Context: an optimization exercise on an open-source flow, tuned for small area. The choices shown serve that exercise and are no tape-out recipe. The RTL was checked by simulation tests, not by an equivalence proof against the original design. Power figures rest on the tool's default switching activity, not on a simulated workload.

==> module ARM, before the edit <==
module ARM(input clk,rst,
           output [31:0] imem_addr,
           input [31:0] imem_rdata,
           output [31:0] dmem_addr,dmem_wdata,
           output dmem_we,
           input [31:0] dmem_rdata);
  reg [1:0] ph;
  reg init;                      
  reg second, st_pend;
  reg [31:2] pc;
  reg N,Z,C,V;
  reg cy, zacc;
  reg [31:0] line;
  reg [31:0] addr;
  wire last = (ph==2'd3);
  wire first = ~init & ~second;
  wire [31:0] ins = imem_rdata;
  wire [1:0] mode = ins[27:26];
  wire I = ins[25];
  wire [3:0] opc = ins[24:21];
  wire S = ins[20];
  wire [3:0] Rn = ins[19:16];
  wire [3:0] Rd = ins[15:12];
  wire [11:0] op12 = ins[11:0];
  wire exec;
  ConditionCheck condition_check(.condition(ins[31:28]), .SR({N,Z,C,V}),
        .condition_check_result(exec));
  reg dp_ok, dp_wb, dp_flags;
  always@(*) begin
    dp_ok=1'b1; dp_wb=1'b1; dp_flags=S;
    case(opc)
      4'b1101,4'b1111,4'b0100,4'b0101,4'b0010,4'b0110,4'b0000,4'b1100,4'b0001: ;
      4'b1010,4'b1000: begin dp_wb=1'b0; dp_flags=1'b1; end
      default: begin dp_ok=1'b0; dp_wb=1'b0; dp_flags=1'b0; end
    endcase
  end
  wire dp = (mode==2'b00) & dp_ok;
  wire ldst = (mode==2'b01) & (opc==4'b0100);
  wire ld = ldst & S;
  wire st = ldst & ~S;
  wire br = (mode==2'b10);
  wire two_round = exec & (dp | ldst);
  wire stageA = first & exec & (dp | st);                   
  wire addr_round = (first & exec & ld) | (second & st);    
  wire exe_round = second & dp;                              
  wire wb_round = second & ld;                               
  wire [3:0] ra = stageA ? (st ? Rd : op12[3:0]) : Rn;
  wire [7:0] rdat;
  wire [7:0] res;
  wire ld_take = wb_round & (ph==2'd0);
  wire [7:0] dslice = (ph==2'd0) ? dmem_rdata[7:0] : line[7:0];
  wire [7:0] wd = wb_round ? dslice : res;
  RegisterFile register_file(.clk(clk),
        .ph(ph), .init(init),
        .we((exe_round & dp_wb) | wb_round),
        .wa(Rd),
        .wd(wd),
        .ra(ra),
        .rd(rdat));
  wire [7:0] streamA = (dp & I) ? ((ph==2'd0) ? op12[7:0] : 8'd0) : rdat;
  wire [4:0] amount = I ? {op12[11:8],1'b0} : (op12[4] ? 5'd0 : op12[11:7]);
  wire [1:0] kind = I ? 2'b11 : op12[6:5];
  wire [7:0] op2;
  Shifter shifter(.L(line), .ph(ph), .amount(amount), .kind(kind), .out(op2));
  wire [7:0] imm12 = (ph==2'd0) ? op12[7:0] :
                     (ph==2'd1) ? {{4{op12[11]}},op12[11:8]} : {8{op12[11]}};
  wire [3:0] aop = addr_round ? 4'b0100 : opc;
  wire usec = ~addr_round & ((opc==4'b0101)|(opc==4'b0110));
  wire subop = ~addr_round & ((opc==4'b0010)|(opc==4'b0110)|(opc==4'b1010));
  wire cin = (ph==2'd0) ? (usec ? C : subop) : cy;
  wire cout;
  wire [7:0] bx;
  ALU alu(.a(rdat), .b(addr_round ? imm12 : op2), .op(aop), .cin(cin),
        .result(res), .cout(cout), .bx(bx));
  wire arith = (opc==4'b0100)|(opc==4'b0101)|(opc==4'b0010)|(opc==4'b0110)|(opc==4'b1010);
  wire znow = ((ph==2'd0) | zacc) & (res==8'd0);
  always@(posedge clk) begin
    cy <= cout;
    zacc <= znow;
    if(ld_take)
      line <= {dmem_rdata[7:0], dmem_rdata[31:8]};
    else
      line <= {stageA ? streamA : line[7:0], line[31:8]};
    addr <= {res, addr[31:8]};
  end
  wire lastrnd = ~init & (second | ~two_round);     
  wire pc_step = last & lastrnd;
  wire [29:0] boff = (br & exec) ? {{6{ins[23]}},ins[23:0]} : 30'd0;
  wire [29:0] bg = pc_step ? boff : 30'd0;
  reg c10, c20;
  wire [30:0] pcc, shc;
  wire [29:0] pc_next;
  genvar gi;
  generate
    for(gi=0;gi<30;gi=gi+1) begin : pc_add
      wire ci = (gi==0) ? pc_step : (gi==10) ? (pc_step & c10) : (gi==20) ? (pc_step & c20) : pcc[gi];
      assign pc_next[gi] = pc[gi+2] ^ bg[gi] ^ ci;
      assign pcc[gi+1] = (pc[gi+2] & bg[gi]) | (ci & (pc[gi+2] ^ bg[gi]));
    end
    for(gi=0;gi<20;gi=gi+1) begin : pc_carry
      wire ci = (gi==0) ? 1'b1 : (gi==10) ? c10 : shc[gi];
      assign shc[gi+1] = (pc[gi+2] & boff[gi]) | (ci & (pc[gi+2] | boff[gi]));
    end
  endgenerate
  always@(posedge clk) begin
    c10 <= shc[10];
    c20 <= shc[20];
  end
  always@(posedge clk,posedge rst) begin
    if(rst) begin
      ph <= 2'd0;
      init <= 1'b1;
      second <= 1'b0;
      st_pend <= 1'b0;
      pc <= 30'd0;
      {N,Z,C,V} <= 4'd0;
    end
    else begin
      ph <= ph + 2'd1;
      pc <= pc_next;
      st_pend <= last & second & st;
      if(last) begin
        init <= 1'b0;
        second <= first & two_round;
        if(exe_round & dp_flags) begin
          N <= res[7];
          Z <= znow;
          if(arith) begin
            C <= cout ^ subop;
            V <= (rdat[7]==bx[7]) & (rdat[7]!=res[7]);
          end
        end
      end
    end
  end
  assign imem_addr = {pc,2'b00};
  assign dmem_addr = {addr[31:2],2'b00};
  assign dmem_wdata = line;
  assign dmem_we = st_pend;
endmodule
==> flow/config.mk <==
export PLATFORM = sky130hd
export DESIGN_NAME = ARM
export DESIGN_NICKNAME = ARM
export VERILOG_FILES = /design/flow/design.v
export SDC_FILE = /design/flow/constraint.sdc
export NUM_CORES = 4
export LEC_CHECK = 0
export ABC_AREA = 1
export CAP_MARGIN = 20
export CORE_MARGIN = 2
export CORE_UTILIZATION = 60
export GPL_TIMING_DRIVEN = 0
export PLACE_DENSITY = 0.75
export SLEW_MARGIN = 20
==> flow/constraint.sdc <==
create_clock -name core_clock -period 12.0 [get_ports {clk}]
set_input_delay 2.4000 -clock core_clock [delete_from_list [all_inputs] [get_ports {clk}]]
set_output_delay 2.4000 -clock core_clock [all_outputs]
set_load 0.01 [all_outputs]
standard.sh (not shown) runs the stock make flow with config.mk's settings and CLKGATE_MAP_FILE= SYNTH_SCRIPT=/design/flow/synth_recipe.tcl, a recipe that flattens the netlist after the stock synthesis.
==> flow/flow/run.sh <==
#!/bin/bash
# Standard layout (the standard.sh, with its standard synthesis) with three changes:
#  - after floorplanning, OpenROAD's restructure re-maps the combinational logic for area
#    (flow/restructure.tcl); registers are not touched
#  - the input and output ports get sky130_fd_sc_hd__buf_1 port buffers
#  - clock tree: clkbuf_4 buffers, no dummy loads
set -euo pipefail
export BUFFER_PORTS_ARGS="-buffer_cell sky130_fd_sc_hd__buf_1"
export CTS_ARGS="-sink_clustering_enable -repair_clock_nets -sink_clustering_size 10 -sink_clustering_max_diameter 40 -buf_list sky130_fd_sc_hd__clkbuf_4 -dont_use_dummy_load"
bash standard.sh floorplan > standard_floorplan.log 2>&1
RES=orfs/results/$FLOW_PLATFORM/ARM/base
cp $RES/2_floorplan.odb restructure_in.odb
python3 flow/filter_lib.py $FLOW_HOME/platforms/$FLOW_PLATFORM/lib/sky130_fd_sc_hd__tt_025C_1v80.lib restructure_lib.lib 'sky130_fd_sc_hd__lpflow_*' 'sky130_fd_sc_hd__probe*' > filter_lib.log 2>&1
openroad -no_init -exit flow/restructure.tcl > restructure.log 2>&1
bash standard.sh finish > standard_finish.log 2>&1
Other scripts of this flow, unchanged in this note and not shown: flow/flow/filter_lib.py, flow/flow/restructure.tcl
Then changed:
--- a/flow/design.v
+++ b/flow/design.v
@@ -69,10 +69,10 @@
   wire ld = ldst & S;
   wire st = ldst & ~S;
   wire br = (mode==2'b10);
   wire two_round = exec & (dp | ldst);
-  wire stageA = first & exec & (dp | st);                   
-  wire addr_round = (first & exec & ld) | (second & st);    
+  wire stageA = first & (dp | st);                          
+  wire addr_round = (first & ld) | (second & st);           
   wire exe_round = second & dp;                              
   wire wb_round = second & ld;                               
   wire [3:0] ra = stageA ? (st ? Rd : op12[3:0]) : Rn;
   wire [7:0] rdat;
@@ -116,27 +116,26 @@
   wire lastrnd = ~init & (second | ~two_round);     
   wire pc_step = last & lastrnd;
   wire [29:0] boff = (br & exec) ? {{6{ins[23]}},ins[23:0]} : 30'd0;
   wire [29:0] bg = pc_step ? boff : 30'd0;
-  reg c10, c20;
-  wire [30:0] pcc, shc;
+  reg c15;
+  wire [30:0] pcc;
+  wire [15:0] shc;
   wire [29:0] pc_next;
   genvar gi;
   generate
     for(gi=0;gi<30;gi=gi+1) begin : pc_add
-      wire ci = (gi==0) ? pc_step : (gi==10) ? (pc_step & c10) : (gi==20) ? (pc_step & c20) : pcc[gi];
+      wire ci = (gi==0) ? pc_step : (gi==15) ? (pc_step & c15) : pcc[gi];
       assign pc_next[gi] = pc[gi+2] ^ bg[gi] ^ ci;
       assign pcc[gi+1] = (pc[gi+2] & bg[gi]) | (ci & (pc[gi+2] ^ bg[gi]));
     end
-    for(gi=0;gi<20;gi=gi+1) begin : pc_carry
-      wire ci = (gi==0) ? 1'b1 : (gi==10) ? c10 : shc[gi];
+    for(gi=0;gi<15;gi=gi+1) begin : pc_carry
+      wire ci = (gi==0) ? 1'b1 : shc[gi];
       assign shc[gi+1] = (pc[gi+2] & boff[gi]) | (ci & (pc[gi+2] | boff[gi]));
     end
   endgenerate
-  always@(posedge clk) begin
-    c10 <= shc[10];
-    c20 <= shc[20];
-  end
+  always@(posedge clk)
+    c15 <= shc[15];
   always@(posedge clk,posedge rst) begin
     if(rst) begin
       ph <= 2'd0;
       init <= 1'b1;
Effect:
- The changed run produced a clean layout
- worst hold slack degrades by 0.071 ns
- non-clock buffer count drops by 2
- setup slack improves by 0.42 ns
- maximum frequency climbs by about 4%
- area after synthesis drops by 4.1%
- synthesized cell count drops by about 11%
- die area drops by about 4%
- critical path depth stays the same
- combinational power climbs by 2.8%

what the ideal ports hide:
Ports are ideal in the flow. The routed layouts listed here were re-timed in OpenROAD. Step 1, drivers: a clkbuf_16 drives clk and a buf_2 each remaining input, both assumed. Step 2 adds t to the input delays and takes it off the output delays; t is the mean of the earliest and latest rising clock arrival at the registers after step 1. Input paths then give back, and output paths get back, about the clock's delay inside the block. a / b / c = ideal / step 1 / step 2; a / b = the first two.
| run | t (ns) | slack for setup (ns) | worst setup path at the end | worst slew at a driven data input, ns |
|---|---|---|---|---|
| the first run | 0.738 | 0.723 / 0.742 / 0.004 | input to register | 0.05 |
| the second run | 0.746 | 1.148 / 1.140 / 0.394 | input to register | 0.06 |
After both steps every run listed still meets setup and hold. The setup slack of the second run, which loses most, moves by -0.008 ns with the drivers and by -0.754 ns with both steps.
